Source: an optimization exercise on an open RTL-to-GDS flow (aim: small area). Production flows keep margins and buffers that such runs may drop. Where RTL was checked, it was by simulation tests only, not by an equivalence proof against the original.

==> run C <==
==> flow/design.v (excerpt) <==
module formula # (
	parameter LEN = 8
) (
	input                         clk,
	input                         rst,
	input  signed [    LEN - 1:0] a,
	input  signed [    LEN - 1:0] b,
	input  signed [    LEN - 1:0] c,
	input  signed [    LEN - 1:0] d,
	input                         input_vld,
	output signed [3 * LEN - 1:0] res,
	output                        res_overflow,
	output                        output_vld
);
	logic [4:0] vld;
	always_ff @(posedge clk or posedge rst)
		if (rst) vld <= '0;
		else     vld <= {vld[3:0], input_vld};
	logic signed [8:0] sub;
	assign sub = a - b;
	logic signed [7:0] x1, c1, d1;
	logic              ov1;
	always_ff @(posedge clk) begin
		x1  <= sub[7:0];
		ov1 <= sub[8] ^ sub[7];
		c1  <= c;
		d1  <= d;
	end
	logic signed [16:0] p;
	logic signed [15:0] q;
	assign p = x1 * (10'sd1 + 10'sd3 * c1) - 17'sd4 * d1;
	assign q = (p + (p[16] & p[0])) >>> 1;
	logic signed [15:0] r2, r3, r4, r5;
	logic               o2, o3, o4, o5;
	always_ff @(posedge clk) begin
		r2 <= q;  o2 <= ov1;
		r3 <= r2; o3 <= o2;
		r4 <= r3; o4 <= o3;
		r5 <= r4; o5 <= o4;
	end
	assign output_vld   = vld[4];
	assign res          = {{8{r5[15]}}, r5};
	assign res_overflow = o5;
endmodule
==> module formula, before the edit <==
module formula # (
	parameter LEN = 8
) (
	input                         clk,
	input                         rst,
	input  signed [    LEN - 1:0] a,
	input  signed [    LEN - 1:0] b,
	input  signed [    LEN - 1:0] c,
	input  signed [    LEN - 1:0] d,
	input                         input_vld,
	output signed [3 * LEN - 1:0] res,
	output                        res_overflow,
	output                        output_vld
);
	logic [4:0] vld;
	always_ff @(posedge clk or posedge rst)
		if (rst) vld <= '0;
		else     vld <= {vld[3:0], input_vld};
	logic signed [8:0] sub;
	assign sub = a - b;
	logic signed [7:0] x1, c1, d1;
	logic              ov1;
	always_ff @(posedge clk) begin
		x1  <= sub[7:0];
		ov1 <= sub[8] ^ sub[7];
		c1  <= c;
		d1  <= d;
	end
	logic signed [16:0] p;
	logic signed [15:0] q;
	assign p = x1 * (10'sd1 + 10'sd3 * c1) - 17'sd4 * d1;
	assign q = (p + (p[16] & p[0])) >>> 1;
	logic signed [15:0] r2, r3, r4, r5;
	logic               o2, o3, o4, o5;
	always_ff @(posedge clk) begin
		r2 <= q;  o2 <= ov1;
		r3 <= r2; o3 <= o2;
		r4 <= r3; o4 <= o3;
		r5 <= r4; o5 <= o4;
	end
	assign output_vld   = vld[4];
	assign res          = {{8{r5[15]}}, r5};
	assign res_overflow = o5;
endmodule
==> flow/config.mk <==
export PLATFORM = sky130hd
export DESIGN_NAME = formula
export DESIGN_NICKNAME = formula
export VERILOG_FILES = /design/flow/design.v
export SDC_FILE = /design/flow/constraint.sdc
export NUM_CORES = 4
export LEC_CHECK = 0
export CAP_MARGIN = 20
export CORE_MARGIN = 2
export CORE_UTILIZATION = 40
export SLEW_MARGIN = 20
==> flow/constraint.sdc <==
create_clock -name core_clock -period 6.0 [get_ports {clk}]
set_input_delay 1.2000 -clock core_clock [delete_from_list [all_inputs] [get_ports {clk}]]
set_output_delay 1.2000 -clock core_clock [all_outputs]
set_load 0.01 [all_outputs]
run.sh (not shown) runs the stock make flow with config.mk's settings and CLKGATE_MAP_FILE= SYNTH_SCRIPT=/design/flow/synth_recipe.tcl, a recipe that flattens the netlist after the stock synthesis.
==> run X: changes against run C <==
==> flow/design.v (replaced) <==
module formula # (
	parameter LEN = 8
) (
	input                         clk,
	input                         rst,
	input  signed [    LEN - 1:0] a,
	input  signed [    LEN - 1:0] b,
	input  signed [    LEN - 1:0] c,
	input  signed [    LEN - 1:0] d,
	input                         input_vld,
	output signed [3 * LEN - 1:0] res,
	output                        res_overflow,
	output                        output_vld
);
	localparam logic [2 * LEN - 1:0] CONST1 = 1;
	localparam logic [3 * LEN - 1:0] CONST2 = 2;
	localparam logic [    LEN - 1:0] CONST3 = 3;
	localparam logic [    LEN - 1:0] CONST4 = 4;
	logic signed [    LEN    :0] sub_st1;             
	logic signed [2 * LEN - 1:0] mul1_st1, mul2_st1;  
	logic signed [2 * LEN    :0] sum_st2;             
	logic signed [3 * LEN - 1:0] mul2_st3;            
   logic signed [3 * LEN    :0] sub_st4;             
	logic signed [3 * LEN - 1:0] div_st5;             
	logic signed [    LEN - 1:0] sub_st1_reg;
	logic signed [2 * LEN - 1:0] mul1_st1_reg, mul2_st1_reg;
	logic signed [    LEN - 1:0] sub_st2_reg;
	logic signed [2 * LEN - 1:0] mul_st2_reg, sum_st2_reg;  
	logic signed [2 * LEN - 1:0] mul1_st3_reg;
	logic signed [3 * LEN - 1:0] mul2_st3_reg;               
	logic signed [3 * LEN - 1:0] sub_st4_reg;                              
	logic signed [3 * LEN - 1:0] div_st5_reg;   
	logic                    vld_st1, vld_st2, vld_st3, vld_st4, vld_st5;
	logic                    overflow_st1, overflow_st2, overflow_st3, overflow_st4, overflow_st5;	
	always_ff @ (posedge clk or posedge rst)
		if (rst) begin
			vld_st1 <= '0;
			vld_st2 <= '0;
			vld_st3 <= '0;
			vld_st4 <= '0;
			vld_st5 <= '0;
		end
		else begin
			vld_st1 <= input_vld;
			vld_st2 <= vld_st1;
			vld_st3 <= vld_st2;
			vld_st4 <= vld_st3;
			vld_st5 <= vld_st4;
		end
	assign sub_st1  = $signed(a) - $signed(b);
	assign mul1_st1 = $signed(CONST3) * $signed(c);
	assign mul2_st1 = $signed(CONST4) * $signed(d);
	always_ff @ (posedge clk or posedge rst)
		if (rst) begin
			sub_st1_reg  <= '0;
			mul1_st1_reg <= '0;
			mul2_st1_reg <= '0;
		end
		else if (input_vld) begin
			sub_st1_reg  <= sub_st1[LEN - 1:0];
			mul1_st1_reg <= mul1_st1;
			mul2_st1_reg <= mul2_st1;
		end
	always_ff @ (posedge clk or posedge rst)
		if (rst)
			overflow_st1 <= '0;
		else if (input_vld)
			overflow_st1 <= (sub_st1[LEN] ^ sub_st1[LEN - 1]    )  ||
								 (c[LEN - 1]   ^ mul1_st1[2 * LEN - 1]) ||
								 (d[LEN - 1]   ^ mul2_st1[2 * LEN - 1]);
	assign sum_st2 = $signed(CONST1) + $signed(mul1_st1_reg);
	always_ff @ (posedge clk or posedge rst)
		if (rst) begin
			sub_st2_reg <= '0;
			mul_st2_reg <= '0;
			sum_st2_reg <= '0;
		end
		else if (vld_st1 && ~overflow_st1) begin
			sub_st2_reg <= sub_st1_reg;
			mul_st2_reg <= mul2_st1_reg;
			sum_st2_reg <= sum_st2[2 * LEN - 1:0];
		end
	always_ff @ (posedge clk or posedge rst)
		if (rst)
			overflow_st2 <= '0;
		else if (vld_st1)
			overflow_st2 <= overflow_st1 || 
								 (sum_st2[2 * LEN] ^ sum_st2[2 * LEN - 1]);
	assign mul2_st3 = $signed(sub_st2_reg) * $signed(sum_st2_reg);
	always_ff @ (posedge clk or posedge rst)
		if (rst) begin
			mul1_st3_reg <= '0;
			mul2_st3_reg <= '0;
		end
		else if (vld_st2 && ~overflow_st2) begin
			mul1_st3_reg <= mul_st2_reg;
			mul2_st3_reg <= mul2_st3;
		end
	always_ff @ (posedge clk or posedge rst)
		if (rst)
			overflow_st3 <= '0;
		else if (vld_st2)
			overflow_st3 <= overflow_st2 || 
								 ((sub_st2_reg[LEN - 1] == sum_st2_reg[2 * LEN - 1]) && mul2_st3[3 * LEN - 1]);
	assign sub_st4 = $signed(mul2_st3_reg) - $signed(mul1_st3_reg);
	always_ff @ (posedge clk or posedge rst)
		if (rst) begin
			sub_st4_reg <= '0;
		end
		else if (vld_st3 && ~overflow_st3) begin
			sub_st4_reg <= sub_st4[3 * LEN - 1:0];
		end
	always_ff @ (posedge clk or posedge rst)
		if (rst)
			overflow_st4 <= '0;
		else if (vld_st3)
			overflow_st4 <= overflow_st3 ||
								 (sub_st4[3 * LEN] ^ sub_st4[3 * LEN - 1]);
	assign div_st5 = $signed(sub_st4_reg) / $signed(CONST2);
	always_ff @ (posedge clk or posedge rst)
		if (rst) begin
			div_st5_reg <= '0;
		end
		else if (vld_st4 && ~overflow_st4) begin
			div_st5_reg <= div_st5;
		end
	always_ff @ (posedge clk or posedge rst)
		if (rst)
			overflow_st5 <= '0;
		else if (vld_st4)
			overflow_st5 <= overflow_st4;
	assign output_vld   = vld_st5;
	assign res          = div_st5_reg;
	assign res_overflow = overflow_st5;
endmodule
==> run notes <==
Outcome: run C failed layout checks; run X timing/DRC/antenna clean
Reasons for failing layout checks: run C negative setup slack; run X -
Latest clock arrival within the worst-skew pair: run C 0.35 ns; run X 0.42 ns
Post-CTS Setup Inserts: run C 17; run X 0
Multi-input combinational gate total: run C 407; run X 832
Signal arrival time at the worst endpoint: run C 6.93 ns; run X 5.40 ns
Number of buffers outside the clock class in the layout: run C 153; run X 66
Clock sinks: run C 98; run X 145
Parity-gate share of the synthesized area counting xor and xnor cells: run C 6.569%; run X 5.702%
Site row count: run C 46; run X 61
Core area: run C 0.01589 sq mm; run X 0.02786 sq mm
Routed WL: run C 12890 um; run X 21150 um
Global-route met2 utilization: run C 30.22%; run X 26.56%
Share of async-settable or async-resettable flops after synthesis: run C 5.102%; run X 100.0%
Total setup violations reported at the end of the flow: run C 16; run X 0
Start of the worst register-to-register path: run C c1[2]; run X sub_st2_reg[4]
Beginning of the worst hold path: run C r2[5]; run X vld_st4
Worst slack at placement: run C -0.8945 ns; run X 0.9005 ns
Met3 Usage GRT: run C 3.472%; run X 2.441%
Maximum number of pins on one net before global-route repair: run C 18; run X 105
Count of TritonRoute iterations in the first routing pass: run C 4; run X 6
Average cell area after synthesis: run C 10.54 sq um; run X 9.791 sq um
Worst setup path endpoint: run C r2[3]; run X overflow_st3
No functional check of the RTL was part of run C.

afterwards: timing with drivers on the ports:
How much do the figures lean on ideal ports? The routed layouts below were timed once more, with nothing changed but the port constraints.
Step 1 assumes that a clkbuf_16 drives the clock port and a buf_2 every other input.
Step 2 times the ports against the registers' clock, not the clock port: input delays grow and output delays shrink by t, the midpoint of the rising clock arrivals with the driver on.
a / b / c = no drivers / after step 1 / after step 2; a / b = the first two.
| run | t (ns) | setup WS [ns] | worst setup path at the end |
|---|---|---|---|
| run C | 0.385 | -0.690 / -0.690 / -0.690 | register to register |
| run X | 0.466 | 0.929 / 0.929 / 0.929 | register to register |
